Source: an optimization exercise on an open RTL-to-GDS flow (aim: small area and a short achievable clock period). Production flows keep margins and buffers that such runs may drop. No functional check of the RTL was part of any run shown here.

==> flow/design.v <==
`timescale 1ns / 1ps
module Subtractor(
    input clk,
    input rst,               
    input in_valid,
    input [1:0] sel,         
    input [15:0] a,
    input [15:0] b,
    output out_valid,
    output [3:0] LED,
    output [26:0] binary_out,
    output [55:0] seg
);
function [3:0] add3(input [3:0] x);
    reg ge5;
    begin
        ge5 = x[3] | (x[2] & (x[1] | x[0]));
        add3[3] = ge5;
        add3[2] = (x[3] & x[0]) | (x[2] & ~x[1] & ~x[0]);
        add3[1] = (x[3] & ~x[0]) | (x[1] & (~x[2] | x[0]));
        add3[0] = x[0] ^ ge5;
    end
endfunction
function [6:0] seg7(input [3:0] d, input blank);
    reg [6:0] s;
    begin
        case (d)
            4'd0: s = ~7'b0111111;
            4'd1: s = ~7'b0000110;
            4'd2: s = ~7'b1011011;
            4'd3: s = ~7'b1001111;
            4'd4: s = ~7'b1100110;
            4'd5: s = ~7'b1101101;
            4'd6: s = ~7'b1111101;
            4'd7: s = ~7'b0000111;
            4'd8: s = ~7'b1111111;
            default: s = ~7'b1101111;
        endcase
        seg7 = blank ? 7'b1111111 : s;
    end
endfunction
reg [15:0] A, B;
reg [1:0] S0;
reg v0;
always @(posedge clk) begin
    v0 <= in_valid & ~rst;
    S0 <= sel; A <= a; B <= b;
end
wire mul = (S0 == 2'd2);
wire shr = (S0 == 2'd3);
wire cin = (S0 == 2'd1);
wire [15:0] Bm = mul ? B : 16'd1;
wire [15:0] X = shr ? {1'b0, A[15:1]} : A;
wire [15:0] Yp = (B ^ {16{S0[0]}}) & {16{~S0[1]}};
wire y0 = Yp[0];
wire [16:0] Bx = {B, 1'b0};
wire y1 = Yp[1];
wire as = ~S0[1];
wire one0 = mul ? (Bx[1] ^ Bx[0]) : as;
wire half0 = shr;
wire two0 = mul & ((Bx[2] & ~Bx[1] & ~Bx[0]) | (~Bx[2] & Bx[1] & Bx[0]));
wire neg0 = mul & Bx[2];
wire nneg0 = ~neg0;
wire bp0_0 = ((one0 & A[0]) | (half0 & A[1])) ^ neg0;
wire bp0_1 = ((one0 & A[1]) | (two0 & A[0]) | (half0 & A[2])) ^ neg0;
wire bp0_2 = ((one0 & A[2]) | (two0 & A[1]) | (half0 & A[3])) ^ neg0;
wire bp0_3 = ((one0 & A[3]) | (two0 & A[2]) | (half0 & A[4])) ^ neg0;
wire bp0_4 = ((one0 & A[4]) | (two0 & A[3]) | (half0 & A[5])) ^ neg0;
wire bp0_5 = ((one0 & A[5]) | (two0 & A[4]) | (half0 & A[6])) ^ neg0;
wire bp0_6 = ((one0 & A[6]) | (two0 & A[5]) | (half0 & A[7])) ^ neg0;
wire bp0_7 = ((one0 & A[7]) | (two0 & A[6]) | (half0 & A[8])) ^ neg0;
wire bp0_8 = ((one0 & A[8]) | (two0 & A[7]) | (half0 & A[9])) ^ neg0;
wire bp0_9 = ((one0 & A[9]) | (two0 & A[8]) | (half0 & A[10])) ^ neg0;
wire bp0_10 = ((one0 & A[10]) | (two0 & A[9]) | (half0 & A[11])) ^ neg0;
wire bp0_11 = ((one0 & A[11]) | (two0 & A[10]) | (half0 & A[12])) ^ neg0;
wire bp0_12 = ((one0 & A[12]) | (two0 & A[11]) | (half0 & A[13])) ^ neg0;
wire bp0_13 = ((one0 & A[13]) | (two0 & A[12]) | (half0 & A[14])) ^ neg0;
wire bp0_14 = ((one0 & A[14]) | (two0 & A[13]) | (half0 & A[15])) ^ neg0;
wire bp0_15 = ((one0 & A[15]) | (two0 & A[14])) ^ neg0;
wire bp0_16 = ((two0 & A[15])) ^ neg0;
wire one1 = mul & (Bx[3] ^ Bx[2]);
wire two1 = mul & ((Bx[4] & ~Bx[3] & ~Bx[2]) | (~Bx[4] & Bx[3] & Bx[2]));
wire neg1 = mul & Bx[4];
wire nneg1 = ~neg1;
wire bp1_0 = (((one1 & A[0])) ^ neg1) | Yp[2];
wire bp1_1 = (((one1 & A[1]) | (two1 & A[0])) ^ neg1) | Yp[3];
wire bp1_2 = (((one1 & A[2]) | (two1 & A[1])) ^ neg1) | Yp[4];
wire bp1_3 = (((one1 & A[3]) | (two1 & A[2])) ^ neg1) | Yp[5];
wire bp1_4 = (((one1 & A[4]) | (two1 & A[3])) ^ neg1) | Yp[6];
wire bp1_5 = (((one1 & A[5]) | (two1 & A[4])) ^ neg1) | Yp[7];
wire bp1_6 = (((one1 & A[6]) | (two1 & A[5])) ^ neg1) | Yp[8];
wire bp1_7 = (((one1 & A[7]) | (two1 & A[6])) ^ neg1) | Yp[9];
wire bp1_8 = (((one1 & A[8]) | (two1 & A[7])) ^ neg1) | Yp[10];
wire bp1_9 = (((one1 & A[9]) | (two1 & A[8])) ^ neg1) | Yp[11];
wire bp1_10 = (((one1 & A[10]) | (two1 & A[9])) ^ neg1) | Yp[12];
wire bp1_11 = (((one1 & A[11]) | (two1 & A[10])) ^ neg1) | Yp[13];
wire bp1_12 = (((one1 & A[12]) | (two1 & A[11])) ^ neg1) | Yp[14];
wire bp1_13 = (((one1 & A[13]) | (two1 & A[12])) ^ neg1) | Yp[15];
wire bp1_14 = ((one1 & A[14]) | (two1 & A[13])) ^ neg1;
wire bp1_15 = ((one1 & A[15]) | (two1 & A[14])) ^ neg1;
wire bp1_16 = ((two1 & A[15])) ^ neg1;
wire one2 = mul & (Bx[5] ^ Bx[4]);
wire two2 = mul & ((Bx[6] & ~Bx[5] & ~Bx[4]) | (~Bx[6] & Bx[5] & Bx[4]));
wire neg2 = mul & Bx[6];
wire nneg2 = ~neg2;
wire bp2_0 = ((one2 & A[0])) ^ neg2;
wire bp2_1 = ((one2 & A[1]) | (two2 & A[0])) ^ neg2;
wire bp2_2 = ((one2 & A[2]) | (two2 & A[1])) ^ neg2;
wire bp2_3 = ((one2 & A[3]) | (two2 & A[2])) ^ neg2;
wire bp2_4 = ((one2 & A[4]) | (two2 & A[3])) ^ neg2;
wire bp2_5 = ((one2 & A[5]) | (two2 & A[4])) ^ neg2;
wire bp2_6 = ((one2 & A[6]) | (two2 & A[5])) ^ neg2;
wire bp2_7 = ((one2 & A[7]) | (two2 & A[6])) ^ neg2;
wire bp2_8 = ((one2 & A[8]) | (two2 & A[7])) ^ neg2;
wire bp2_9 = ((one2 & A[9]) | (two2 & A[8])) ^ neg2;
wire bp2_10 = ((one2 & A[10]) | (two2 & A[9])) ^ neg2;
wire bp2_11 = ((one2 & A[11]) | (two2 & A[10])) ^ neg2;
wire bp2_12 = ((one2 & A[12]) | (two2 & A[11])) ^ neg2;
wire bp2_13 = ((one2 & A[13]) | (two2 & A[12])) ^ neg2;
wire bp2_14 = ((one2 & A[14]) | (two2 & A[13])) ^ neg2;
wire bp2_15 = ((one2 & A[15]) | (two2 & A[14])) ^ neg2;
wire bp2_16 = ((two2 & A[15])) ^ neg2;
wire one3 = mul & (Bx[7] ^ Bx[6]);
wire two3 = mul & ((Bx[8] & ~Bx[7] & ~Bx[6]) | (~Bx[8] & Bx[7] & Bx[6]));
wire neg3 = mul & Bx[8];
wire nneg3 = ~neg3;
wire bp3_0 = ((one3 & A[0])) ^ neg3;
wire bp3_1 = ((one3 & A[1]) | (two3 & A[0])) ^ neg3;
wire bp3_2 = ((one3 & A[2]) | (two3 & A[1])) ^ neg3;
wire bp3_3 = ((one3 & A[3]) | (two3 & A[2])) ^ neg3;
wire bp3_4 = ((one3 & A[4]) | (two3 & A[3])) ^ neg3;
wire bp3_5 = ((one3 & A[5]) | (two3 & A[4])) ^ neg3;
wire bp3_6 = ((one3 & A[6]) | (two3 & A[5])) ^ neg3;
wire bp3_7 = ((one3 & A[7]) | (two3 & A[6])) ^ neg3;
wire bp3_8 = ((one3 & A[8]) | (two3 & A[7])) ^ neg3;
wire bp3_9 = ((one3 & A[9]) | (two3 & A[8])) ^ neg3;
wire bp3_10 = ((one3 & A[10]) | (two3 & A[9])) ^ neg3;
wire bp3_11 = ((one3 & A[11]) | (two3 & A[10])) ^ neg3;
wire bp3_12 = ((one3 & A[12]) | (two3 & A[11])) ^ neg3;
wire bp3_13 = ((one3 & A[13]) | (two3 & A[12])) ^ neg3;
wire bp3_14 = ((one3 & A[14]) | (two3 & A[13])) ^ neg3;
wire bp3_15 = ((one3 & A[15]) | (two3 & A[14])) ^ neg3;
wire bp3_16 = ((two3 & A[15])) ^ neg3;
wire one4 = mul & (Bx[9] ^ Bx[8]);
wire two4 = mul & ((Bx[10] & ~Bx[9] & ~Bx[8]) | (~Bx[10] & Bx[9] & Bx[8]));
wire neg4 = mul & Bx[10];
wire nneg4 = ~neg4;
wire bp4_0 = ((one4 & A[0])) ^ neg4;
wire bp4_1 = ((one4 & A[1]) | (two4 & A[0])) ^ neg4;
wire bp4_2 = ((one4 & A[2]) | (two4 & A[1])) ^ neg4;
wire bp4_3 = ((one4 & A[3]) | (two4 & A[2])) ^ neg4;
wire bp4_4 = ((one4 & A[4]) | (two4 & A[3])) ^ neg4;
wire bp4_5 = ((one4 & A[5]) | (two4 & A[4])) ^ neg4;
wire bp4_6 = ((one4 & A[6]) | (two4 & A[5])) ^ neg4;
wire bp4_7 = ((one4 & A[7]) | (two4 & A[6])) ^ neg4;
wire bp4_8 = ((one4 & A[8]) | (two4 & A[7])) ^ neg4;
wire bp4_9 = ((one4 & A[9]) | (two4 & A[8])) ^ neg4;
wire bp4_10 = ((one4 & A[10]) | (two4 & A[9])) ^ neg4;
wire bp4_11 = ((one4 & A[11]) | (two4 & A[10])) ^ neg4;
wire bp4_12 = ((one4 & A[12]) | (two4 & A[11])) ^ neg4;
wire bp4_13 = ((one4 & A[13]) | (two4 & A[12])) ^ neg4;
wire bp4_14 = ((one4 & A[14]) | (two4 & A[13])) ^ neg4;
wire bp4_15 = ((one4 & A[15]) | (two4 & A[14])) ^ neg4;
wire bp4_16 = ((two4 & A[15])) ^ neg4;
wire one5 = mul & (Bx[11] ^ Bx[10]);
wire two5 = mul & ((Bx[12] & ~Bx[11] & ~Bx[10]) | (~Bx[12] & Bx[11] & Bx[10]));
wire neg5 = mul & Bx[12];
wire nneg5 = ~neg5;
wire bp5_0 = ((one5 & A[0])) ^ neg5;
wire bp5_1 = ((one5 & A[1]) | (two5 & A[0])) ^ neg5;
wire bp5_2 = ((one5 & A[2]) | (two5 & A[1])) ^ neg5;
wire bp5_3 = ((one5 & A[3]) | (two5 & A[2])) ^ neg5;
wire bp5_4 = ((one5 & A[4]) | (two5 & A[3])) ^ neg5;
wire bp5_5 = ((one5 & A[5]) | (two5 & A[4])) ^ neg5;
wire bp5_6 = ((one5 & A[6]) | (two5 & A[5])) ^ neg5;
wire bp5_7 = ((one5 & A[7]) | (two5 & A[6])) ^ neg5;
wire bp5_8 = ((one5 & A[8]) | (two5 & A[7])) ^ neg5;
wire bp5_9 = ((one5 & A[9]) | (two5 & A[8])) ^ neg5;
wire bp5_10 = ((one5 & A[10]) | (two5 & A[9])) ^ neg5;
wire bp5_11 = ((one5 & A[11]) | (two5 & A[10])) ^ neg5;
wire bp5_12 = ((one5 & A[12]) | (two5 & A[11])) ^ neg5;
wire bp5_13 = ((one5 & A[13]) | (two5 & A[12])) ^ neg5;
wire bp5_14 = ((one5 & A[14]) | (two5 & A[13])) ^ neg5;
wire bp5_15 = ((one5 & A[15]) | (two5 & A[14])) ^ neg5;
wire bp5_16 = ((two5 & A[15])) ^ neg5;
wire one6 = mul & (Bx[13] ^ Bx[12]);
wire two6 = mul & ((Bx[14] & ~Bx[13] & ~Bx[12]) | (~Bx[14] & Bx[13] & Bx[12]));
wire neg6 = mul & Bx[14];
wire nneg6 = ~neg6;
wire bp6_0 = ((one6 & A[0])) ^ neg6;
wire bp6_1 = ((one6 & A[1]) | (two6 & A[0])) ^ neg6;
wire bp6_2 = ((one6 & A[2]) | (two6 & A[1])) ^ neg6;
wire bp6_3 = ((one6 & A[3]) | (two6 & A[2])) ^ neg6;
wire bp6_4 = ((one6 & A[4]) | (two6 & A[3])) ^ neg6;
wire bp6_5 = ((one6 & A[5]) | (two6 & A[4])) ^ neg6;
wire bp6_6 = ((one6 & A[6]) | (two6 & A[5])) ^ neg6;
wire bp6_7 = ((one6 & A[7]) | (two6 & A[6])) ^ neg6;
wire bp6_8 = ((one6 & A[8]) | (two6 & A[7])) ^ neg6;
wire bp6_9 = ((one6 & A[9]) | (two6 & A[8])) ^ neg6;
wire bp6_10 = ((one6 & A[10]) | (two6 & A[9])) ^ neg6;
wire bp6_11 = ((one6 & A[11]) | (two6 & A[10])) ^ neg6;
wire bp6_12 = ((one6 & A[12]) | (two6 & A[11])) ^ neg6;
wire bp6_13 = ((one6 & A[13]) | (two6 & A[12])) ^ neg6;
wire bp6_14 = ((one6 & A[14]) | (two6 & A[13])) ^ neg6;
wire one7 = mul & (Bx[15] ^ Bx[14]);
wire two7 = mul & ((Bx[16] & ~Bx[15] & ~Bx[14]) | (~Bx[16] & Bx[15] & Bx[14]));
wire neg7 = mul & Bx[16];
wire nneg7 = ~neg7;
wire bp7_0 = ((one7 & A[0])) ^ neg7;
wire bp7_1 = ((one7 & A[1]) | (two7 & A[0])) ^ neg7;
wire bp7_2 = ((one7 & A[2]) | (two7 & A[1])) ^ neg7;
wire bp7_3 = ((one7 & A[3]) | (two7 & A[2])) ^ neg7;
wire bp7_4 = ((one7 & A[4]) | (two7 & A[3])) ^ neg7;
wire bp7_5 = ((one7 & A[5]) | (two7 & A[4])) ^ neg7;
wire bp7_6 = ((one7 & A[6]) | (two7 & A[5])) ^ neg7;
wire bp7_7 = ((one7 & A[7]) | (two7 & A[6])) ^ neg7;
wire bp7_8 = ((one7 & A[8]) | (two7 & A[7])) ^ neg7;
wire bp7_9 = ((one7 & A[9]) | (two7 & A[8])) ^ neg7;
wire bp7_10 = ((one7 & A[10]) | (two7 & A[9])) ^ neg7;
wire bp7_11 = ((one7 & A[11]) | (two7 & A[10])) ^ neg7;
wire bp7_12 = ((one7 & A[12]) | (two7 & A[11])) ^ neg7;
wire b15 = mul & B[15];
wire b8_0 = b15 & A[0];
wire b8_1 = b15 & A[1];
wire b8_2 = b15 & A[2];
wire b8_3 = b15 & A[3];
wire b8_4 = b15 & A[4];
wire b8_5 = b15 & A[5];
wire b8_6 = b15 & A[6];
wire b8_7 = b15 & A[7];
wire b8_8 = b15 & A[8];
wire b8_9 = b15 & A[9];
wire b8_10 = b15 & A[10];
wire hs17_0;
wire hc17_0;
wire hs18_1;
wire hc18_1;
wire hs10_2;
wire hc10_2;
wire hs11_3;
wire hc11_3;
wire s12_0;
wire c12_0;
wire hs12_4;
wire hc12_4;
wire s13_1;
wire c13_1;
wire hs13_5;
wire hc13_5;
wire s14_2;
wire c14_2;
wire s14_3;
wire c14_3;
wire hs14_6;
wire hc14_6;
wire s15_4;
wire c15_4;
wire s15_5;
wire c15_5;
wire hs15_7;
wire hc15_7;
wire s16_6;
wire c16_6;
wire s16_7;
wire c16_7;
wire s16_8;
wire c16_8;
wire s17_9;
wire c17_9;
wire s17_10;
wire c17_10;
wire s17_11;
wire c17_11;
wire s18_12;
wire c18_12;
wire s18_13;
wire c18_13;
wire s18_14;
wire c18_14;
wire s19_15;
wire c19_15;
wire s19_16;
wire c19_16;
wire s19_17;
wire c19_17;
wire s20_18;
wire c20_18;
wire s20_19;
wire c20_19;
wire hs20_8;
wire hc20_8;
wire s21_20;
wire c21_20;
wire s21_21;
wire c21_21;
wire s22_22;
wire c22_22;
wire hs22_9;
wire hc22_9;
wire s23_23;
wire c23_23;
wire hs24_10;
wire hc24_10;
wire hs6_11;
wire hc6_11;
wire hs7_12;
wire hc7_12;
wire s8_24;
wire c8_24;
wire hs8_13;
wire hc8_13;
wire s9_25;
wire c9_25;
wire hs9_14;
wire hc9_14;
wire s10_26;
wire c10_26;
wire s10_27;
wire c10_27;
wire s11_28;
wire c11_28;
wire s11_29;
wire c11_29;
wire s12_30;
wire c12_30;
wire s12_31;
wire c12_31;
wire s13_32;
wire c13_32;
wire s13_33;
wire c13_33;
wire s14_34;
wire c14_34;
wire s14_35;
wire c14_35;
wire s15_36;
wire c15_36;
wire s15_37;
wire c15_37;
wire s16_38;
wire c16_38;
wire s16_39;
wire c16_39;
wire s17_40;
wire c17_40;
wire s17_41;
wire c17_41;
wire s18_42;
wire c18_42;
wire s18_43;
wire c18_43;
wire s19_44;
wire c19_44;
wire s19_45;
wire c19_45;
wire s20_46;
wire c20_46;
wire s20_47;
wire c20_47;
wire s21_48;
wire c21_48;
wire s21_49;
wire c21_49;
wire s22_50;
wire c22_50;
wire s22_51;
wire c22_51;
wire s23_52;
wire c23_52;
wire s23_53;
wire c23_53;
wire s24_54;
wire c24_54;
wire s24_55;
wire c24_55;
wire s25_56;
wire c25_56;
wire s25_57;
wire c25_57;
wire x26_146;
wire x26_147;
wire hs0_15;
wire hc0_15;
wire hs4_16;
wire hc4_16;
wire hs5_17;
wire hc5_17;
wire s6_58;
wire c6_58;
wire s7_59;
wire c7_59;
wire s8_60;
wire c8_60;
wire s9_61;
wire c9_61;
wire s10_62;
wire c10_62;
wire s11_63;
wire c11_63;
wire s12_64;
wire c12_64;
wire s13_65;
wire c13_65;
wire s14_66;
wire c14_66;
wire s15_67;
wire c15_67;
wire s16_68;
wire c16_68;
wire s17_69;
wire c17_69;
wire s18_70;
wire c18_70;
wire s19_71;
wire c19_71;
wire s20_72;
wire c20_72;
wire s21_73;
wire c21_73;
wire s22_74;
wire c22_74;
wire s23_75;
wire c23_75;
wire s24_76;
wire c24_76;
wire s25_77;
wire c25_77;
wire x26_194;
wire hs0_18;
wire hc0_18;
wire s1_78;
wire c1_78;
wire s2_79;
wire c2_79;
wire hs3_19;
wire hc3_19;
wire s4_80;
wire c4_80;
wire s5_81;
wire c5_81;
wire s6_82;
wire c6_82;
wire s7_83;
wire c7_83;
wire s8_84;
wire c8_84;
wire s9_85;
wire c9_85;
wire s10_86;
wire c10_86;
wire s11_87;
wire c11_87;
wire s12_88;
wire c12_88;
wire s13_89;
wire c13_89;
wire s14_90;
wire c14_90;
wire s15_91;
wire c15_91;
wire s16_92;
wire c16_92;
wire s17_93;
wire c17_93;
wire s18_94;
wire c18_94;
wire s19_95;
wire c19_95;
wire s20_96;
wire c20_96;
wire s21_97;
wire c21_97;
wire s22_98;
wire c22_98;
wire s23_99;
wire c23_99;
wire s24_100;
wire c24_100;
wire s25_101;
wire c25_101;
wire x26_247;
assign hs17_0 = 1'b1 ^ b8_1;
assign hc17_0 = 1'b1 & b8_1;
assign hs18_1 = 1'b1 ^ b8_2;
assign hc18_1 = 1'b1 & b8_2;
assign hs10_2 = neg5 ^ bp0_10;
assign hc10_2 = neg5 & bp0_10;
assign hs11_3 = bp0_11 ^ bp2_7;
assign hc11_3 = bp0_11 & bp2_7;
assign s12_0 = neg6 ^ bp0_12 ^ bp2_8;
assign c12_0 = (neg6 & bp0_12) | (neg6 & bp2_8) | (bp0_12 & bp2_8);
assign hs12_4 = bp3_6 ^ bp4_4;
assign hc12_4 = bp3_6 & bp4_4;
assign s13_1 = bp0_13 ^ bp2_9 ^ bp3_7;
assign c13_1 = (bp0_13 & bp2_9) | (bp0_13 & bp3_7) | (bp2_9 & bp3_7);
assign hs13_5 = bp4_5 ^ bp5_3;
assign hc13_5 = bp4_5 & bp5_3;
assign s14_2 = neg7 ^ bp0_14 ^ bp2_10;
assign c14_2 = (neg7 & bp0_14) | (neg7 & bp2_10) | (bp0_14 & bp2_10);
assign s14_3 = bp3_8 ^ bp4_6 ^ bp5_4;
assign c14_3 = (bp3_8 & bp4_6) | (bp3_8 & bp5_4) | (bp4_6 & bp5_4);
assign hs14_6 = bp6_2 ^ bp7_0;
assign hc14_6 = bp6_2 & bp7_0;
assign s15_4 = bp0_15 ^ bp2_11 ^ bp3_9;
assign c15_4 = (bp0_15 & bp2_11) | (bp0_15 & bp3_9) | (bp2_11 & bp3_9);
assign s15_5 = bp4_7 ^ bp5_5 ^ bp6_3;
assign c15_5 = (bp4_7 & bp5_5) | (bp4_7 & bp6_3) | (bp5_5 & bp6_3);
assign hs15_7 = bp7_1 ^ bp1_13;
assign hc15_7 = bp7_1 & bp1_13;
assign s16_6 = b8_0 ^ bp0_16 ^ bp2_12;
assign c16_6 = (b8_0 & bp0_16) | (b8_0 & bp2_12) | (bp0_16 & bp2_12);
assign s16_7 = bp3_10 ^ bp4_8 ^ bp5_6;
assign c16_7 = (bp3_10 & bp4_8) | (bp3_10 & bp5_6) | (bp4_8 & bp5_6);
assign s16_8 = bp6_4 ^ bp7_2 ^ bp1_14;
assign c16_8 = (bp6_4 & bp7_2) | (bp6_4 & bp1_14) | (bp7_2 & bp1_14);
assign s17_9 = nneg0 ^ hs17_0 ^ bp2_13;
assign c17_9 = (nneg0 & hs17_0) | (nneg0 & bp2_13) | (hs17_0 & bp2_13);
assign s17_10 = bp3_11 ^ bp4_9 ^ bp5_7;
assign c17_10 = (bp3_11 & bp4_9) | (bp3_11 & bp5_7) | (bp4_9 & bp5_7);
assign s17_11 = bp6_5 ^ bp7_3 ^ bp1_15;
assign c17_11 = (bp6_5 & bp7_3) | (bp6_5 & bp1_15) | (bp7_3 & bp1_15);
assign s18_12 = hc17_0 ^ hs18_1 ^ bp2_14;
assign c18_12 = (hc17_0 & hs18_1) | (hc17_0 & bp2_14) | (hs18_1 & bp2_14);
assign s18_13 = bp3_12 ^ bp4_10 ^ bp5_8;
assign c18_13 = (bp3_12 & bp4_10) | (bp3_12 & bp5_8) | (bp4_10 & bp5_8);
assign s18_14 = bp6_6 ^ bp7_4 ^ bp1_16;
assign c18_14 = (bp6_6 & bp7_4) | (bp6_6 & bp1_16) | (bp7_4 & bp1_16);
assign s19_15 = b8_3 ^ nneg1 ^ hc18_1;
assign c19_15 = (b8_3 & nneg1) | (b8_3 & hc18_1) | (nneg1 & hc18_1);
assign s19_16 = bp2_15 ^ bp3_13 ^ bp4_11;
assign c19_16 = (bp2_15 & bp3_13) | (bp2_15 & bp4_11) | (bp3_13 & bp4_11);
assign s19_17 = bp5_9 ^ bp6_7 ^ bp7_5;
assign c19_17 = (bp5_9 & bp6_7) | (bp5_9 & bp7_5) | (bp6_7 & bp7_5);
assign s20_18 = 1'b1 ^ b8_4 ^ bp2_16;
assign c20_18 = (1'b1 & b8_4) | (1'b1 & bp2_16) | (b8_4 & bp2_16);
assign s20_19 = bp3_14 ^ bp4_12 ^ bp5_10;
assign c20_19 = (bp3_14 & bp4_12) | (bp3_14 & bp5_10) | (bp4_12 & bp5_10);
assign hs20_8 = bp6_8 ^ bp7_6;
assign hc20_8 = bp6_8 & bp7_6;
assign s21_20 = b8_5 ^ nneg2 ^ bp3_15;
assign c21_20 = (b8_5 & nneg2) | (b8_5 & bp3_15) | (nneg2 & bp3_15);
assign s21_21 = bp4_13 ^ bp5_11 ^ bp6_9;
assign c21_21 = (bp4_13 & bp5_11) | (bp4_13 & bp6_9) | (bp5_11 & bp6_9);
assign s22_22 = 1'b1 ^ b8_6 ^ bp3_16;
assign c22_22 = (1'b1 & b8_6) | (1'b1 & bp3_16) | (b8_6 & bp3_16);
assign hs22_9 = bp4_14 ^ bp5_12;
assign hc22_9 = bp4_14 & bp5_12;
assign s23_23 = b8_7 ^ nneg3 ^ bp4_15;
assign c23_23 = (b8_7 & nneg3) | (b8_7 & bp4_15) | (nneg3 & bp4_15);
assign hs24_10 = 1'b1 ^ b8_8;
assign hc24_10 = 1'b1 & b8_8;
assign hs6_11 = neg3 ^ bp0_6;
assign hc6_11 = neg3 & bp0_6;
assign hs7_12 = bp0_7 ^ bp2_3;
assign hc7_12 = bp0_7 & bp2_3;
assign s8_24 = neg4 ^ bp0_8 ^ bp2_4;
assign c8_24 = (neg4 & bp0_8) | (neg4 & bp2_4) | (bp0_8 & bp2_4);
assign hs8_13 = bp3_2 ^ bp4_0;
assign hc8_13 = bp3_2 & bp4_0;
assign s9_25 = bp0_9 ^ bp2_5 ^ bp3_3;
assign c9_25 = (bp0_9 & bp2_5) | (bp0_9 & bp3_3) | (bp2_5 & bp3_3);
assign hs9_14 = bp4_1 ^ bp1_7;
assign hc9_14 = bp4_1 & bp1_7;
assign s10_26 = bp2_6 ^ bp3_4 ^ bp4_2;
assign c10_26 = (bp2_6 & bp3_4) | (bp2_6 & bp4_2) | (bp3_4 & bp4_2);
assign s10_27 = bp5_0 ^ bp1_8 ^ hs10_2;
assign c10_27 = (bp5_0 & bp1_8) | (bp5_0 & hs10_2) | (bp1_8 & hs10_2);
assign s11_28 = bp3_5 ^ bp4_3 ^ bp5_1;
assign c11_28 = (bp3_5 & bp4_3) | (bp3_5 & bp5_1) | (bp4_3 & bp5_1);
assign s11_29 = bp1_9 ^ hc10_2 ^ hs11_3;
assign c11_29 = (bp1_9 & hc10_2) | (bp1_9 & hs11_3) | (hc10_2 & hs11_3);
assign s12_30 = bp5_2 ^ bp6_0 ^ bp1_10;
assign c12_30 = (bp5_2 & bp6_0) | (bp5_2 & bp1_10) | (bp6_0 & bp1_10);
assign s12_31 = hc11_3 ^ hs12_4 ^ s12_0;
assign c12_31 = (hc11_3 & hs12_4) | (hc11_3 & s12_0) | (hs12_4 & s12_0);
assign s13_32 = bp6_1 ^ bp1_11 ^ hc12_4;
assign c13_32 = (bp6_1 & bp1_11) | (bp6_1 & hc12_4) | (bp1_11 & hc12_4);
assign s13_33 = hs13_5 ^ c12_0 ^ s13_1;
assign c13_33 = (hs13_5 & c12_0) | (hs13_5 & s13_1) | (c12_0 & s13_1);
assign s14_34 = bp1_12 ^ hc13_5 ^ hs14_6;
assign c14_34 = (bp1_12 & hc13_5) | (bp1_12 & hs14_6) | (hc13_5 & hs14_6);
assign s14_35 = c13_1 ^ s14_2 ^ s14_3;
assign c14_35 = (c13_1 & s14_2) | (c13_1 & s14_3) | (s14_2 & s14_3);
assign s15_36 = hc14_6 ^ c14_2 ^ c14_3;
assign c15_36 = (hc14_6 & c14_2) | (hc14_6 & c14_3) | (c14_2 & c14_3);
assign s15_37 = s15_4 ^ s15_5 ^ hs15_7;
assign c15_37 = (s15_4 & s15_5) | (s15_4 & hs15_7) | (s15_5 & hs15_7);
assign s16_38 = c15_4 ^ c15_5 ^ hc15_7;
assign c16_38 = (c15_4 & c15_5) | (c15_4 & hc15_7) | (c15_5 & hc15_7);
assign s16_39 = s16_6 ^ s16_7 ^ s16_8;
assign c16_39 = (s16_6 & s16_7) | (s16_6 & s16_8) | (s16_7 & s16_8);
assign s17_40 = c16_6 ^ c16_7 ^ s17_10;
assign c17_40 = (c16_6 & c16_7) | (c16_6 & s17_10) | (c16_7 & s17_10);
assign s17_41 = s17_9 ^ c16_8 ^ s17_11;
assign c17_41 = (s17_9 & c16_8) | (s17_9 & s17_11) | (c16_8 & s17_11);
assign s18_42 = c17_10 ^ c17_9 ^ s18_12;
assign c18_42 = (c17_10 & c17_9) | (c17_10 & s18_12) | (c17_9 & s18_12);
assign s18_43 = s18_13 ^ c17_11 ^ s18_14;
assign c18_43 = (s18_13 & c17_11) | (s18_13 & s18_14) | (c17_11 & s18_14);
assign s19_44 = s19_15 ^ c18_12 ^ c18_13;
assign c19_44 = (s19_15 & c18_12) | (s19_15 & c18_13) | (c18_12 & c18_13);
assign s19_45 = s19_16 ^ s19_17 ^ c18_14;
assign c19_45 = (s19_16 & s19_17) | (s19_16 & c18_14) | (s19_17 & c18_14);
assign s20_46 = c19_15 ^ hs20_8 ^ c19_16;
assign c20_46 = (c19_15 & hs20_8) | (c19_15 & c19_16) | (hs20_8 & c19_16);
assign s20_47 = c19_17 ^ s20_18 ^ s20_19;
assign c20_47 = (c19_17 & s20_18) | (c19_17 & s20_19) | (s20_18 & s20_19);
assign s21_48 = bp7_7 ^ hc20_8 ^ c20_18;
assign c21_48 = (bp7_7 & hc20_8) | (bp7_7 & c20_18) | (hc20_8 & c20_18);
assign s21_49 = c20_19 ^ s21_20 ^ s21_21;
assign c21_49 = (c20_19 & s21_20) | (c20_19 & s21_21) | (s21_20 & s21_21);
assign s22_50 = bp6_10 ^ bp7_8 ^ hs22_9;
assign c22_50 = (bp6_10 & bp7_8) | (bp6_10 & hs22_9) | (bp7_8 & hs22_9);
assign s22_51 = c21_20 ^ c21_21 ^ s22_22;
assign c22_51 = (c21_20 & c21_21) | (c21_20 & s22_22) | (c21_21 & s22_22);
assign s23_52 = bp5_13 ^ bp6_11 ^ bp7_9;
assign c23_52 = (bp5_13 & bp6_11) | (bp5_13 & bp7_9) | (bp6_11 & bp7_9);
assign s23_53 = hc22_9 ^ c22_22 ^ s23_23;
assign c23_53 = (hc22_9 & c22_22) | (hc22_9 & s23_23) | (c22_22 & s23_23);
assign s24_54 = hs24_10 ^ bp4_16 ^ bp5_14;
assign c24_54 = (hs24_10 & bp4_16) | (hs24_10 & bp5_14) | (bp4_16 & bp5_14);
assign s24_55 = bp6_12 ^ bp7_10 ^ c23_23;
assign c24_55 = (bp6_12 & bp7_10) | (bp6_12 & c23_23) | (bp7_10 & c23_23);
assign s25_56 = b8_9 ^ nneg4 ^ hc24_10;
assign c25_56 = (b8_9 & nneg4) | (b8_9 & hc24_10) | (nneg4 & hc24_10);
assign s25_57 = bp5_15 ^ bp6_13 ^ bp7_11;
assign c25_57 = (bp5_15 & bp6_13) | (bp5_15 & bp7_11) | (bp6_13 & bp7_11);
assign x26_146 = 1'b1 ^ b8_10 ^ bp5_16;
assign x26_147 = bp6_14 ^ bp7_12;
assign hs0_15 = cin ^ y0;
assign hc0_15 = cin & y0;
assign hs4_16 = neg2 ^ bp0_4;
assign hc4_16 = neg2 & bp0_4;
assign hs5_17 = bp0_5 ^ bp2_1;
assign hc5_17 = bp0_5 & bp2_1;
assign s6_58 = bp2_2 ^ bp3_0 ^ bp1_4;
assign c6_58 = (bp2_2 & bp3_0) | (bp2_2 & bp1_4) | (bp3_0 & bp1_4);
assign s7_59 = bp3_1 ^ bp1_5 ^ hc6_11;
assign c7_59 = (bp3_1 & bp1_5) | (bp3_1 & hc6_11) | (bp1_5 & hc6_11);
assign s8_60 = bp1_6 ^ hc7_12 ^ hs8_13;
assign c8_60 = (bp1_6 & hc7_12) | (bp1_6 & hs8_13) | (hc7_12 & hs8_13);
assign s9_61 = hc8_13 ^ c8_24 ^ s9_25;
assign c9_61 = (hc8_13 & c8_24) | (hc8_13 & s9_25) | (c8_24 & s9_25);
assign s10_62 = c9_25 ^ hc9_14 ^ s10_26;
assign c10_62 = (c9_25 & hc9_14) | (c9_25 & s10_26) | (hc9_14 & s10_26);
assign s11_63 = c10_26 ^ s11_28 ^ c10_27;
assign c11_63 = (c10_26 & s11_28) | (c10_26 & c10_27) | (s11_28 & c10_27);
assign s12_64 = c11_28 ^ s12_30 ^ c11_29;
assign c12_64 = (c11_28 & s12_30) | (c11_28 & c11_29) | (s12_30 & c11_29);
assign s13_65 = c12_30 ^ s13_32 ^ c12_31;
assign c13_65 = (c12_30 & s13_32) | (c12_30 & c12_31) | (s13_32 & c12_31);
assign s14_66 = c13_32 ^ s14_34 ^ c13_33;
assign c14_66 = (c13_32 & s14_34) | (c13_32 & c13_33) | (s14_34 & c13_33);
assign s15_67 = c14_34 ^ s15_36 ^ c14_35;
assign c15_67 = (c14_34 & s15_36) | (c14_34 & c14_35) | (s15_36 & c14_35);
assign s16_68 = c15_36 ^ s16_38 ^ c15_37;
assign c16_68 = (c15_36 & s16_38) | (c15_36 & c15_37) | (s16_38 & c15_37);
assign s17_69 = c16_38 ^ s17_40 ^ c16_39;
assign c17_69 = (c16_38 & s17_40) | (c16_38 & c16_39) | (s17_40 & c16_39);
assign s18_70 = c17_40 ^ s18_42 ^ c17_41;
assign c18_70 = (c17_40 & s18_42) | (c17_40 & c17_41) | (s18_42 & c17_41);
assign s19_71 = s19_44 ^ c18_42 ^ c18_43;
assign c19_71 = (s19_44 & c18_42) | (s19_44 & c18_43) | (c18_42 & c18_43);
assign s20_72 = c19_44 ^ s20_46 ^ s20_47;
assign c20_72 = (c19_44 & s20_46) | (c19_44 & s20_47) | (s20_46 & s20_47);
assign s21_73 = c20_46 ^ s21_48 ^ c20_47;
assign c21_73 = (c20_46 & s21_48) | (c20_46 & c20_47) | (s21_48 & c20_47);
assign s22_74 = s22_50 ^ c21_48 ^ c21_49;
assign c22_74 = (s22_50 & c21_48) | (s22_50 & c21_49) | (c21_48 & c21_49);
assign s23_75 = s23_52 ^ c22_50 ^ c22_51;
assign c23_75 = (s23_52 & c22_50) | (s23_52 & c22_51) | (c22_50 & c22_51);
assign s24_76 = c23_52 ^ s24_54 ^ s24_55;
assign c24_76 = (c23_52 & s24_54) | (c23_52 & s24_55) | (s24_54 & s24_55);
assign s25_77 = s25_56 ^ c24_54 ^ s25_57;
assign c25_77 = (s25_56 & c24_54) | (s25_56 & s25_57) | (c24_54 & s25_57);
assign x26_194 = c25_56 ^ x26_147 ^ c25_57;
assign hs0_18 = neg0 ^ hs0_15;
assign hc0_18 = neg0 & hs0_15;
assign s1_78 = y1 ^ hc0_15 ^ bp0_1;
assign c1_78 = (y1 & hc0_15) | (y1 & bp0_1) | (hc0_15 & bp0_1);
assign s2_79 = neg1 ^ bp0_2 ^ bp1_0;
assign c2_79 = (neg1 & bp0_2) | (neg1 & bp1_0) | (bp0_2 & bp1_0);
assign hs3_19 = bp0_3 ^ bp1_1;
assign hc3_19 = bp0_3 & bp1_1;
assign s4_80 = bp2_0 ^ bp1_2 ^ hs4_16;
assign c4_80 = (bp2_0 & bp1_2) | (bp2_0 & hs4_16) | (bp1_2 & hs4_16);
assign s5_81 = bp1_3 ^ hc4_16 ^ hs5_17;
assign c5_81 = (bp1_3 & hc4_16) | (bp1_3 & hs5_17) | (hc4_16 & hs5_17);
assign s6_82 = hc5_17 ^ hs6_11 ^ s6_58;
assign c6_82 = (hc5_17 & hs6_11) | (hc5_17 & s6_58) | (hs6_11 & s6_58);
assign s7_83 = hs7_12 ^ c6_58 ^ s7_59;
assign c7_83 = (hs7_12 & c6_58) | (hs7_12 & s7_59) | (c6_58 & s7_59);
assign s8_84 = s8_24 ^ c7_59 ^ s8_60;
assign c8_84 = (s8_24 & c7_59) | (s8_24 & s8_60) | (c7_59 & s8_60);
assign s9_85 = hs9_14 ^ c8_60 ^ s9_61;
assign c9_85 = (hs9_14 & c8_60) | (hs9_14 & s9_61) | (c8_60 & s9_61);
assign s10_86 = s10_27 ^ c9_61 ^ s10_62;
assign c10_86 = (s10_27 & c9_61) | (s10_27 & s10_62) | (c9_61 & s10_62);
assign s11_87 = s11_29 ^ c10_62 ^ s11_63;
assign c11_87 = (s11_29 & c10_62) | (s11_29 & s11_63) | (c10_62 & s11_63);
assign s12_88 = s12_31 ^ c11_63 ^ s12_64;
assign c12_88 = (s12_31 & c11_63) | (s12_31 & s12_64) | (c11_63 & s12_64);
assign s13_89 = s13_33 ^ c12_64 ^ s13_65;
assign c13_89 = (s13_33 & c12_64) | (s13_33 & s13_65) | (c12_64 & s13_65);
assign s14_90 = s14_35 ^ c13_65 ^ s14_66;
assign c14_90 = (s14_35 & c13_65) | (s14_35 & s14_66) | (c13_65 & s14_66);
assign s15_91 = s15_37 ^ c14_66 ^ s15_67;
assign c15_91 = (s15_37 & c14_66) | (s15_37 & s15_67) | (c14_66 & s15_67);
assign s16_92 = s16_39 ^ c15_67 ^ s16_68;
assign c16_92 = (s16_39 & c15_67) | (s16_39 & s16_68) | (c15_67 & s16_68);
assign s17_93 = s17_41 ^ c16_68 ^ s17_69;
assign c17_93 = (s17_41 & c16_68) | (s17_41 & s17_69) | (c16_68 & s17_69);
assign s18_94 = s18_43 ^ c17_69 ^ s18_70;
assign c18_94 = (s18_43 & c17_69) | (s18_43 & s18_70) | (c17_69 & s18_70);
assign s19_95 = s19_45 ^ c18_70 ^ s19_71;
assign c19_95 = (s19_45 & c18_70) | (s19_45 & s19_71) | (c18_70 & s19_71);
assign s20_96 = c19_45 ^ s20_72 ^ c19_71;
assign c20_96 = (c19_45 & s20_72) | (c19_45 & c19_71) | (s20_72 & c19_71);
assign s21_97 = s21_49 ^ c20_72 ^ s21_73;
assign c21_97 = (s21_49 & c20_72) | (s21_49 & s21_73) | (c20_72 & s21_73);
assign s22_98 = s22_51 ^ c21_73 ^ s22_74;
assign c22_98 = (s22_51 & c21_73) | (s22_51 & s22_74) | (c21_73 & s22_74);
assign s23_99 = s23_53 ^ c22_74 ^ s23_75;
assign c23_99 = (s23_53 & c22_74) | (s23_53 & s23_75) | (c22_74 & s23_75);
assign s24_100 = c23_53 ^ c23_75 ^ s24_76;
assign c24_100 = (c23_53 & c23_75) | (c23_53 & s24_76) | (c23_75 & s24_76);
assign s25_101 = c24_55 ^ s25_77 ^ c24_76;
assign c25_101 = (c24_55 & s25_77) | (c24_55 & c24_76) | (s25_77 & c24_76);
assign x26_247 = x26_146 ^ x26_194 ^ c25_77;
wire [26:0] ta = {x26_247, s25_101, s24_100, s23_99, s22_98, s21_97, s20_96, s19_95, s18_94, s17_93, s16_92, s15_91, s14_90, s13_89, s12_88, s11_87, s10_86, s9_85, s8_84, s7_83, s6_82, s5_81, s4_80, hs3_19, s2_79, s1_78, bp0_0};
wire [26:0] tb = {c25_101, c24_100, c23_99, c22_98, c21_97, c20_96, c19_95, c18_94, c17_93, c16_92, c15_91, c14_90, c13_89, c12_88, c11_87, c10_86, c9_85, c8_84, c7_83, c6_82, c5_81, c4_80, hc3_19, c2_79, c1_78, hc0_18, hs0_18};
wire [26:0] tsum = ta + tb;
reg [26:0] R1;
reg [1:0] S1;
reg v1;
always @(posedge clk) begin
    v1 <= v0 & ~rst;
    R1 <= {tsum[26:16] & {11{mul}}, tsum[15:0]};    
    S1 <= S0;
end
wire [26:0] Rm = R1;
reg [31:0] dd;
integer i, k;
always @(*) begin
    dd = 32'd0;
    for (i = 26; i >= 11; i = i - 1) begin
        for (k = 0; k < 8; k = k + 1) dd[4*k +: 4] = add3(dd[4*k +: 4]);
        dd = {dd[30:0], Rm[i]};
    end
end
reg [26:0] R2;
reg [18:0] D2;                    
reg [1:0] S2;
reg v2;
always @(posedge clk) begin
    v2 <= v1 & ~rst;
    R2 <= Rm; S2 <= S1; D2 <= dd[18:0];
end
reg [31:0] de;
reg blank;
reg [55:0] sg;
always @(*) begin
    de = {13'd0, D2};
    for (i = 10; i >= 0; i = i - 1) begin
        for (k = 0; k < 8; k = k + 1) de[4*k +: 4] = add3(de[4*k +: 4]);
        de = {de[30:0], R2[i]};
    end
    blank = 1'b1;
    for (k = 7; k >= 0; k = k - 1) begin
        blank = blank & (de[4*k +: 4] == 4'd0);
        sg[7*k +: 7] = seg7(de[4*k +: 4], blank);
    end
end
reg [55:0] seg_r;
reg [3:0] led_r;
reg [26:0] bin_r;
reg v3;
always @(posedge clk) begin
    v3 <= v2 & ~rst;
    seg_r <= sg;
    bin_r <= R2;
    led_r <= {S2 == 2'd3, S2 == 2'd2, S2 == 2'd1, S2 == 2'd0};
end
assign out_valid = v3;
assign LED = led_r;
assign binary_out = bin_r;
assign seg = seg_r;
endmodule
==> flow/flow/run.sh <==
#!/bin/bash
# Layout flow: the standard ORFS flow (standard.sh) with three changes:
#  - synthesis skips the generic ABC pass inside Yosys's synth (SYNTH_ARGS=-noabc), so
#    extract_fa sees the adder cells' XOR/majority logic as written;
#  - the technology-mapping ABC script (flow/abc_area.script) maps for a delay target
#    and then sizes cells for it, instead of sizing every path for minimum delay;
#  - port buffers use the small buffer given in flow/port_buffer.txt.
set -euo pipefail
W=$(pwd)
mkdir -p "$W/scripts_x"
for f in "$FLOW_HOME"/scripts/*; do ln -sfn "$f" "$W/scripts_x/"; done
rm -f "$W/scripts_x/abc_area.script"
cp "$W/flow/abc_area.script" "$W/scripts_x/abc_area.script"
PB=$(cat "$W/flow/port_buffer.txt")
bash standard.sh SCRIPTS_DIR="$W/scripts_x" SYNTH_ARGS=-noabc "BUFFER_PORTS_ARGS=-buffer_cell $PB" finish > "$W/make_finish.log" 2>&1
==> flow/flow/abc_area.script <==
strash
dch -f
map -D 5000
topo
stime -c
buffer -c
upsize -c -D 5000
dnsize -c -D 5000
==> flow/flow/port_buffer.txt <==
sky130_fd_sc_hd__buf_2
==> flow/standard.sh <==
#!/bin/bash
# synth_recipe.tcl (not shown) runs the flow's synth.tcl, then flattens the netlist and writes it again
# the make line also repeats each setting of config.mk as NAME=value (left out here)
make -C /OpenROAD-flow-scripts/flow DESIGN_CONFIG=/design/flow/config.mk WORK_HOME=/design/flow/orfs CLKGATE_MAP_FILE= SYNTH_SCRIPT=/design/flow/synth_recipe.tcl "${@:-finish}"
==> flow/config.mk <==
export PLATFORM = sky130hd
export DESIGN_NAME = Subtractor
export DESIGN_NICKNAME = Subtractor
export VERILOG_FILES = /design/flow/design.v
export SDC_FILE = /design/flow/constraint.sdc
export NUM_CORES = 4
export LEC_CHECK = 0
export ABC_AREA = 1
export CAP_MARGIN = 20
export CORE_MARGIN = 2
export CORE_UTILIZATION = 60
export CTS_CLUSTER_DIAMETER = 100
export CTS_CLUSTER_SIZE = 30
export SLEW_MARGIN = 20
==> flow/constraint.sdc <==
create_clock -name core_clock -period 33.0 [get_ports {clk}]
set_input_delay 6.6000 -clock core_clock [delete_from_list [all_inputs] [get_ports {clk}]]
set_output_delay 6.6000 -clock core_clock [all_outputs]
set_load 0.01 [all_outputs]
==> impl_metrics.ini, run 1 <==
[status]
outcome = no timing/DRC/antenna violations

[clock_network]
post_cts_buffers = 0
holdBufCountCts = 0
max-clock-path-buffers = 3
cts_tree = done
clock_latency_ns = 0.49
cts_num_sinks = 201
root_buffer = clkbuf_16
clk_pin_slew_ns = 0.10
cts.htree.levels = 1
numCtsBuffers = 11
ctsResizeCount = 0

[yosys]
ys_types = 65
yosysTopAreaCell = dfxtp_1
synth_top_area_share_pct = 24.0
netlist_area_um2 = 16700
synth_edf_count = 0
synth-main-ff-cell = dfxtp_1
ys_seq_elements = 201
synthCells = 2164
synth_area_leaders = dfxtp_1, fa_1, xor2_1
synthArstFlopShare_pct = 0
yosysSeqAreaShare_pct = 24.0
synth_nets = 2347
synth_most_common_cell = nand2_1
synth_area_per_cell_um2 = 7.73
yosysWarningCount = 1
synth_common_cells = nand2_1, inv_1, dfxtp_1, o22ai_1, xor2_1

[worst_setup_path]
r2r_cells = 25
crit_buf_inv = 1
max_stage_delay_ns = 0.33
required_ns = 26.40
crit_chain = buf_2
r2r-start = S0[1]
path_max_fanout = 1
worstPathArrival_ns = 0.94
critPathSlowestCell = dfxtp_1
end_kind = primary output
start_kind = register
cp_top_family = flip-flops
critPathKind = reg -> out
r2r_slack_ns = 25.62
r2r-end = R1[26]

[sta]
finalSetupViolCount = 0
tightest_slew_ns = 1.07
skew_ns = 0.0269
slew_headroom_pct = 28.1
hold_violations = 0
rsz0062_at_grt = false
clock.fmax_mhz = 133
fin_setup_tns_ns = 0
fin_crit_sh_pct = 22.8
finalWorstSetupSlack_ns = 25.46
maxSlewViolCount = 0
fin_crit_ns = 7.54

[hold_path]
min_path_type = reg -> reg
whs_path_depth = 0
min-delay-start = R1[6]
hold_end = R2[6]

[die]
start_util_pct = 60.6
die_h_um = 171
io_pins = 125
die_w_um = 171
core_um2 = 27600
num_rows = 61
die_area_um2 = 29200

[routing]
vias_per_cell = 5.50
drcViolationCount = 0
wl_per_cell_um = 13.7
dr.pass1.iters = 5
drtAntennaViolNets = 0
drt_wl_total_um = 36200
drt_iter0_drc = 854
vias = 14500

[cells_and_area]
drive_gt1_share_pct = 14.6
fillCellCount = 2476
area_growth_pct = 7.87
antennaDiodeCount = 0
nNetsFinal = 2441

[place]
dpl_worst_slack_ns = 25.74
port_buffers = 124
hpwl_um = 27900
gp_congestion = 0.902

[grt]
gr-total-overflow = 0
grt_max_degree = 31
grt_pass1_vias = 13500
antenna_found_initial = 0
grt_pass1_wl_um = 60200
grtUsageTotal_pct = 24.6

[job]
drv_cap = 0
-- area by class of cell --
class / instances / area (µm²) / area share (%)
Multi-Input combinational cell: 1572 / 11200 / 62.3
Sequential cell: 201 / 4020 / 22.3
Inverter: 335 / 1260 / 6.97
Timing Repair Buffer: 137 / 718 / 3.98
Tap cell: 378 / 473 / 2.62
Clock buffer: 11 / 275 / 1.53
Clock inverter: 5 / 51.3 / 0.284
-- worst max-delay path by stage --
stage                      to      start  cells after the start  slack (ns)
6_report       binary_out[21]  bin_r[21]                      1       25.46
5_1_grt                R1[26]      S0[1]                     25       25.12
4_1_cts        binary_out[15]  bin_r[15]                      1       25.45
3_5_place_dp           R1[26]      S0[1]                     25       25.74
3_3_place_gp           R1[26]      S0[1]                     25       25.92
2_1_floorplan          LED[0]   led_r[0]                      0       26.07
-- flip-flops by register name, indices dropped and copies added, names as in the netlist, 2 cells and up --
| register | cells |
|---|---|
| B | 16 |
| S0 | 2 |
| S1 | 2 |
| R2 | 26 |
| S2 | 2 |
| led_r | 4 |
| bin_r | 27 |
| seg_r | 56 |
| D2 | 19 |
| A | 16 |
| R1 | 27 |
-- logic make-up (layout without fill, tap and decap cells) --
| kind of cell | after synthesis | count (layout) | synth area share, % |
|---|---|---|---|
| simple gates | 635 | 635 | 17.0 |
| compound gates | 580 | 580 | 22.4 |
| buf+inv | 391 | 488 | 8.88 |
| xor+xnor | 211 | 211 | 12.2 |
| flops | 201 | 201 | 24.0 |
| fa+ha+maj | 146 | 146 | 15.4 |
-- placed cells by master (no fill, tap or decap), types with 11 or more instances in the layout --
cell type / netlist / layout
xor2_1: 172 / 172
fa_1: 101 / 101
o31ai_1: 17 / 17
o21ai_2: 14 / 14
clkbuf_16: 0 / 11
buf_4: 2 / 13
xor2_2: 24 / 24
nor2_1: 171 / 166
xnor2_1: 14 / 14
buf_2: 1 / 124
dfxtp_1: 201 / 201
nor2_2: 8 / 13
nand2_2: 28 / 28
a21oi_4: 12 / 12
inv_2: 16 / 16
nor2_4: 16 / 16
a21oi_2: 17 / 17
inv_1: 312 / 312
a22oi_1: 29 / 29
o221ai_1: 14 / 14
o21ai_0: 79 / 79
o22ai_1: 188 / 188
nand3_1: 40 / 40
ha_1: 45 / 45
nand2_1: 327 / 327
a21oi_1: 120 / 120
o21ai_1: 30 / 30
-- per-layer routing --
metal | routed length (µm) | share of wire, % | GRT usage (%)
met3 | 2310 | 6.4 | 3.08
met1 | 15400 | 42 | 30.9
met4 | 865 | 2.4 | 6.52
met5 | 0 | 0 | 0
met2 | 17700 | 49 | 44.5
-- stage by stage --
| step | hold slack [ns] | utilization [%] | instance area, µm² | std cells |
|---|---|---|---|---|
| 2_1_floorplan | 0.310 | - | 16700 | 2164 |
| 3_3_place_gp | 0.311 | 64.1 | 17700 | 2623 |
| 3_5_place_dp | 0.312 | 64.1 | 17700 | 2623 |
| 4_1_cts | 0.334 | 65.3 | 18000 | 2639 |
| 5_1_grt | 0.341 | 65.3 | 18000 | 2639 |
| 6_report | 0.327 | 65.3 | 18000 | 2639 |
==> run 2: changes to the inputs <==
--- a/flow/design.v
+++ b/flow/design.v
@@ -735,10 +735,10 @@
 reg v1;
 always @(posedge clk) begin
     v1 <= v0 & ~rst;
-    R1 <= {tsum[26:16] & {11{mul}}, tsum[15:0]};    
+    R1 <= tsum;
     S1 <= S0;
 end
-wire [26:0] Rm = R1;
+wire [26:0] Rm = {R1[26:16] & {11{S1 == 2'd2}}, R1[15:0]};    
 reg [31:0] dd;
 integer i, k;
 always @(*) begin
==> impl_metrics.ini, run 2 <==
[status]
outcome = no timing/DRC/antenna violations

[sta]
maxSlewViolCount = 0
slew_headroom_pct = 26.3
rsz0062_at_grt = false
tightest_slew_ns = 1.10
fin_setup_tns_ns = 0
hold_violations = 0
finalSetupViolCount = 0
fin_crit_ns = 7.55
timing.hold.ws_ns = 0.330
finalWorstSetupSlack_ns = 25.45
skew_ns = 0.0270
fin_crit_sh_pct = 22.9
clock.fmax_mhz = 132

[cells_and_area]
fin_area_um2 = 18500
regMostFlops = seg_r
layout_common_cells = nand2_1, inv_1, dfxtp_1
area_growth_pct = 8.05
drive_gt1_share_pct = 15.5
nNetsFinal = 2507
top_regs = seg_r x56, R1 x27, bin_r x27
layout_commonest_cell = nand2_1
largest_reg_flops = 56
antennaDiodeCount = 0

[worst_setup_path]
cp_top_family = flip-flops
end_kind = primary output
start_kind = register
max_stage_delay_ns = 0.34
critPathSlowestCell = dfxtp_1
crit_buf_inv = 1
path_max_fanout = 1
required_ns = 26.40
crit_chain = buf_2
critPathKind = reg -> out
worstPathArrival_ns = 0.95

[grt]
grt_max_degree = 31
grt_pass1_wl_um = 65900
grtUsageTotal_pct = 26.0
gr-total-overflow = 0
antenna_found_initial = 0
grt_pass1_vias = 14300

[routing]
drcViolationCount = 0
route.met2.wl_um = 19400
wl_per_cell_um = 14.6
vias = 15100
wl_met1_um = 16000
vias_per_cell = 5.57
dr.pass1.iters = 5
drt_iter0_drc = 858
drtAntennaViolNets = 0
route.met3.wl_um = 2650
drt_wl_total_um = 39500
top_layer_used = met4

[yosys]
netlist_area_um2 = 17100
synthCells = 2225
ys_seq_elements = 201
ys_types = 66
synth_edf_count = 0
yosysWarningCount = 1
synth_common_cells = nand2_1, inv_1, dfxtp_1, o22ai_1, nor2_1
synthArstFlopShare_pct = 0
synth_nets = 2408
synth_area_per_cell_um2 = 7.68
yosysSeqAreaShare_pct = 23.6
synth_area_leaders = dfxtp_1, fa_1, nand2_1
synth-main-ff-cell = dfxtp_1
synth_most_common_cell = nand2_1
synth_top_area_share_pct = 23.6
yosysTopAreaCell = dfxtp_1

[clock_network]
max-clock-path-buffers = 3
root_buffer = clkbuf_16
ctsResizeCount = 0
cts_num_sinks = 201
cts.htree.levels = 1
numCtsBuffers = 11
post_cts_buffers = 0
holdBufCountCts = 0
clk_pin_slew_ns = 0.11
clock_latency_ns = 0.49
cts_tree = done

[place]
dpl_worst_slack_ns = 25.63
gp_congestion = 0.960
port_buffers = 124
hpwl_um = 30600
postPlaceCellArea_um2 = 18100

[die]
die_area_um2 = 29800
core_um2 = 27900
num_rows = 61
die_w_um = 173
die_h_um = 173
io_pins = 125
start_util_pct = 61.1

[job]
drv_cap = 0

[hold_path]
min_path_type = reg -> reg
[run 2: cell count changes in the layout (fill, tap and decap cells not counted), moves of 5 or more]
cell | previous run | this run
xor2_1 | 172 | 165
inv_1 | 312 | 300
nand3_1 | 40 | 29
nand2_1 | 327 | 393
o22ai_1 | 188 | 183
nand2_2 | 28 | 39
a21oi_2 | 17 | 24
a22oi_1 | 29 | 34
o21ai_2 | 14 | 6
a21oi_1 | 120 | 94
inv_2 | 16 | 25
nor2_1 | 166 | 171
[run 2: layout make-up]
cell class,instances,area (µm²)
multi-input combinational,1639,11600
fill,2434,9480
sequential,201,4020
inverter,331,1240
timing repair buffer,140,741
tap,378,473
clock buffer,13,303
clock inverter,2,46.3
[run 2: cell families after synthesis]
kind of cell	share of synthesized area (%)
simple gates	19.0
compound gates	22.0
buf+inv	8.60
xor+xnor	11.8
flops	23.6
fa+ha+maj	15.1
[run 2: through the flow]
| step | utilization [%] | cells |
|---|---|---|
| final | 66.1 | 2704 |
| after global routing | 66.1 | 2704 |
| after CTS | 66.0 | 2703 |
| after detailed placement | 64.8 | 2688 |
| after global placement | 64.8 | 2688 |
| after floorplan | - | 2225 |
[run 2: worst paths after layout]
kind / from / end / slack (ns) / cells after the start
worst max register to register: S0[1] / R1[26] / 25.87 / 25
worst min register to register: R1[9] / R2[9] / 0.33 / 0
worst max-delay path: bin_r[14] / binary_out[14] / 25.45 / 1
worst min-delay path: R1[9] / R2[9] / 0.33 / 0
[run 2: routing by layer]
metal	vias up	global-route usage, %
li1	7530	-
met1	6939	31.5
met2	501	47.4
met3	94	3.61
met4	0	8.86
met5	-	0

re-timing with driven ports:
No port has a modelled driver above. Below, the same layouts with a new extraction and two added sets of constraints.
Step 1 (the two cells are an assumption about what drives the block):
set clk [get_ports {clk}]
set_driving_cell -lib_cell sky130_fd_sc_hd__clkbuf_16 $clk
set_driving_cell -lib_cell sky130_fd_sc_hd__buf_2 [delete_from_list [all_inputs] $clk]
Step 2, shift: input delay + t, output delay - t, t = (earliest + latest rising clock arrival at the registers) / 2. This alone moves slack from input paths to output paths.
Slacks: ideal / step 1 / step 2; pairs: ideal / step 1.
| run | t, ns | slack for setup (ns) | hold WS [ns] | slew at the worst register clock pin (ns) | pins driven straight from the clock port |
|---|---|---|---|---|---|
| run 1 | 0.528 | 25.464 / 25.412 / 25.617 | 0.327 / 0.327 / 0.327 | 0.11 / 0.11 | 1 |
| run 2 | 0.526 | 25.452 / 25.401 / 25.866 | 0.330 / 0.330 / 0.330 | 0.11 / 0.11 | 1 |
After both steps setup and hold are still met in every run listed.
